Background: an optimization exercise with open tools, aiming at small area. Do not read the settings as production practice.
At most, simulation tests tie the RTL to the original design; equivalence was not proved.
Power figures rest on the tool's default switching activity, not on a simulated workload.

Design top_stopwatch, start of the top module:
module top_stopwatch (
    input wire clk,
    input wire CLR,
    input wire PAUSE,
    input wire record_btn_raw,
    input wire browse_btn_raw,
    output wire [15:0] DATA,
    output wire [1:0] LED_TEST,
    output wire LED15,
    output wire LED14,
    output wire LED13,
    output wire LED12
);
export LEC_CHECK = 0
export ABC_AREA = 1
export CAP_MARGIN = 20
export CORE_MARGIN = 2
export CORE_UTILIZATION = 40
export SLEW_MARGIN = 20
create_clock -name core_clock -period 10.0 [get_ports {clk}]
standard.sh (not shown) runs the stock make flow with config.mk's settings and CLKGATE_MAP_FILE= SYNTH_SCRIPT=/design/flow/synth_recipe.tcl, a recipe that flattens the netlist after the stock synthesis.
==> flow/flow/run.sh <==
#!/bin/bash
# Own layout flow: the standard flow (standard.sh), with three changes to how
# the layout is made:
#   * synthesis maps the combinational logic with an area-oriented ABC script
#     (flow/abc_area.script) instead of ORFS's abc_area.script; registers are
#     mapped by the unchanged standard synthesis before ABC runs;
#   * port buffers use sky130_fd_sc_hd__buf_1 (still one buffer per port);
#   * clock tree synthesis uses clkbuf_8 buffers and inserts no dummy loads.
# Each step's full output goes to a log file of its own in this folder.
set -euo pipefail
W=$(pwd)
rm -rf "$W/scripts_mod"
cp -r "$FLOW_HOME/scripts" "$W/scripts_mod"
cp "$W/flow/abc_area.script" "$W/scripts_mod/abc_area.script"
export SCRIPTS_DIR="$W/scripts_mod"
export BUFFER_PORTS_ARGS="-buffer_cell sky130_fd_sc_hd__buf_1"
export CTS_ARGS="-sink_clustering_enable -repair_clock_nets -dont_use_dummy_load -buf_list sky130_fd_sc_hd__clkbuf_8 -root_buf sky130_fd_sc_hd__clkbuf_8"
bash standard.sh synth > "$W/log_synth.txt" 2>&1
bash standard.sh floorplan > "$W/log_floorplan.txt" 2>&1
bash standard.sh place > "$W/log_place.txt" 2>&1
bash standard.sh cts > "$W/log_cts.txt" 2>&1
bash standard.sh route > "$W/log_route.txt" 2>&1
bash standard.sh finish > "$W/log_finish.txt" 2>&1
test -f "$W/out/final.def"
==> flow/flow/abc_area.script <==
&get -n
&st
&dch -f
&nf -R 1000
&put
topo
==> next run, changes <==
- CAP_MARGIN: 20 -> 0
- SLEW_MARGIN: 20 -> 0
The changed run completed with no timing, DRC or antenna violations. Synthesized cell count stays the same. Clock skew is unchanged. Total power does not change. First-iteration DRC count does not change. Sequential power hardly moves. Final cell count does not change. Clock power is about the same. Register-to-register slack barely changes. Wire length is unchanged. Cell area stays the same.
No functional check of the RTL was part of any run of this note.

========
Another version of the RTL of top_stopwatch (not shown whole).
Size: ~710 cells after synthesis, ~160 flip-flops, ~7300 µm² of cells after synthesis.
Settings: LEC_CHECK=0, ABC_AREA=1, CAP_MARGIN=20, CORE_MARGIN=2, CORE_UTILIZATION=40, CTS_BUF_LIST=sky130_fd_sc_hd__clkbuf_2 sky130_fd_sc_hd__clkbuf_4 sky130_fd_sc_hd__clkbuf_8, SLEW_MARGIN=20; clock period 10.0 ns.
run.sh (not shown) runs the stock make flow with config.mk's settings and CLKGATE_MAP_FILE= SYNTH_SCRIPT=/design/flow/synth_recipe.tcl, a recipe that flattens the netlist after the stock synthesis.
Stock flow here: none of the scripts above is used.
The starting point completed without violations.
Rerun with:
==> flow/flow/run.sh (new file) <==
#!/bin/bash
# Own layout flow: the standard flow (standard.sh), with three changes to how
# the layout is made:
#   * synthesis maps the combinational logic with an area-oriented ABC script
#     (flow/abc_area.script) instead of ORFS's abc_area.script; registers are
#     mapped by the unchanged standard synthesis before ABC runs;
#   * port buffers use sky130_fd_sc_hd__buf_1 (still one buffer per port);
#   * clock tree synthesis inserts no dummy loads.
# Each step's full output goes to a log file of its own in this folder.
set -euo pipefail
W=$(pwd)
rm -rf "$W/scripts_mod"
cp -r "$FLOW_HOME/scripts" "$W/scripts_mod"
cp "$W/flow/abc_area.script" "$W/scripts_mod/abc_area.script"
export SCRIPTS_DIR="$W/scripts_mod"
export BUFFER_PORTS_ARGS="-buffer_cell sky130_fd_sc_hd__buf_1"
export CTS_ARGS="-sink_clustering_enable -repair_clock_nets -dont_use_dummy_load ${CTS_EXTRA:-}"
bash standard.sh synth > "$W/log_synth.txt" 2>&1
bash standard.sh floorplan > "$W/log_floorplan.txt" 2>&1
bash standard.sh place > "$W/log_place.txt" 2>&1
bash standard.sh cts > "$W/log_cts.txt" 2>&1
bash standard.sh route > "$W/log_route.txt" 2>&1
bash standard.sh finish > "$W/log_finish.txt" 2>&1
test -f "$W/out/final.def"
==> flow/flow/abc_area.script (new file) <==
&get -n
&st
&dch -f
&nf -R 1000
&put
topo
==> flow/standard.sh (new file) <==
#!/bin/bash
# synth_recipe.tcl (not shown) runs the flow's synth.tcl, then flattens the netlist and writes it again
# the make line also repeats each setting of config.mk as NAME=value (left out here)
make -C /OpenROAD-flow-scripts/flow DESIGN_CONFIG=/design/flow/config.mk WORK_HOME=/design/flow/orfs CLKGATE_MAP_FILE= SYNTH_SCRIPT=/design/flow/synth_recipe.tcl "${@:-finish}"
Settings changed: CTS_BUF_LIST sky130_fd_sc_hd__clkbuf_2 sky130_fd_sc_hd__clkbuf_4 sky130_fd_sc_hd__clkbuf_8 to default.
removed: flow/run.sh
Utilization increases by 1.3 points.
Wire length fell by 14%.
Clock skew is about the same.
Cell count came out lower by 23%.
Fmax came out higher by 3.1%.
Rerun with:
==> flow/run.sh (new file) <==
#!/bin/bash
# synth_recipe.tcl (not shown) runs the flow's synth.tcl, then flattens the netlist and writes it again
# the make line also repeats each setting of config.mk as NAME=value (left out here)
make -C /OpenROAD-flow-scripts/flow DESIGN_CONFIG=/design/flow/config.mk WORK_HOME=/design/flow/orfs CLKGATE_MAP_FILE= SYNTH_SCRIPT=/design/flow/synth_recipe.tcl finish
removed: flow/flow/run.sh
removed: flow/flow/abc_area.script
removed: flow/standard.sh
After rerunning:
- The changed run completed without violations
- total power came out higher by about 14%
- routed wire length came out higher by 17%
- utilization shrinks by 0.39 points
- worst hold slack got worse by 0.017 ns
- setup slack is worse by 0.16 ns
- die area goes up by 11%
- final area climbs by 11%
- register-to-register slack is better by 1.3 ns
- sequential share of layout area drops by 6.1 points

==> afterwards: timing with drivers on the ports <==
The flow's constraints put no driver on any port. The routed layouts listed below were extracted and timed again, unchanged, in two steps. Step 1: set_driving_cell puts a clkbuf_16 on clk and a buf_2 on each other input, an assumption about the parent block. Step 2 also shifts input and output timing later by t, the mid clock arrival at the registers, as if the neighbouring blocks saw the same clock. Three values: no drivers, after step 1, after step 2; two values: the first two.
| run | shift t [ns] | setup slack, ns | latest minus earliest clock arrival (ns) |
|---|---|---|---|
| the first run of note 1 | 0.472 | 5.166 / 5.142 / 5.142 | 0.021 / 0.021 |
| the second run of note 1 | 0.472 | 5.166 / 5.142 / 5.142 | 0.021 / 0.021 |
| the first run of note 2 | 0.485 | 4.758 / 4.728 / 4.728 | 0.010 / 0.011 |
| the second run of note 2 | 0.453 | 4.916 / 4.916 / 4.916 | 0.012 / 0.013 |
| the third run of note 2 | 0.454 | 4.756 / 4.726 / 4.726 | 0.005 / 0.005 |
After both steps setup and hold are still met in every run listed.
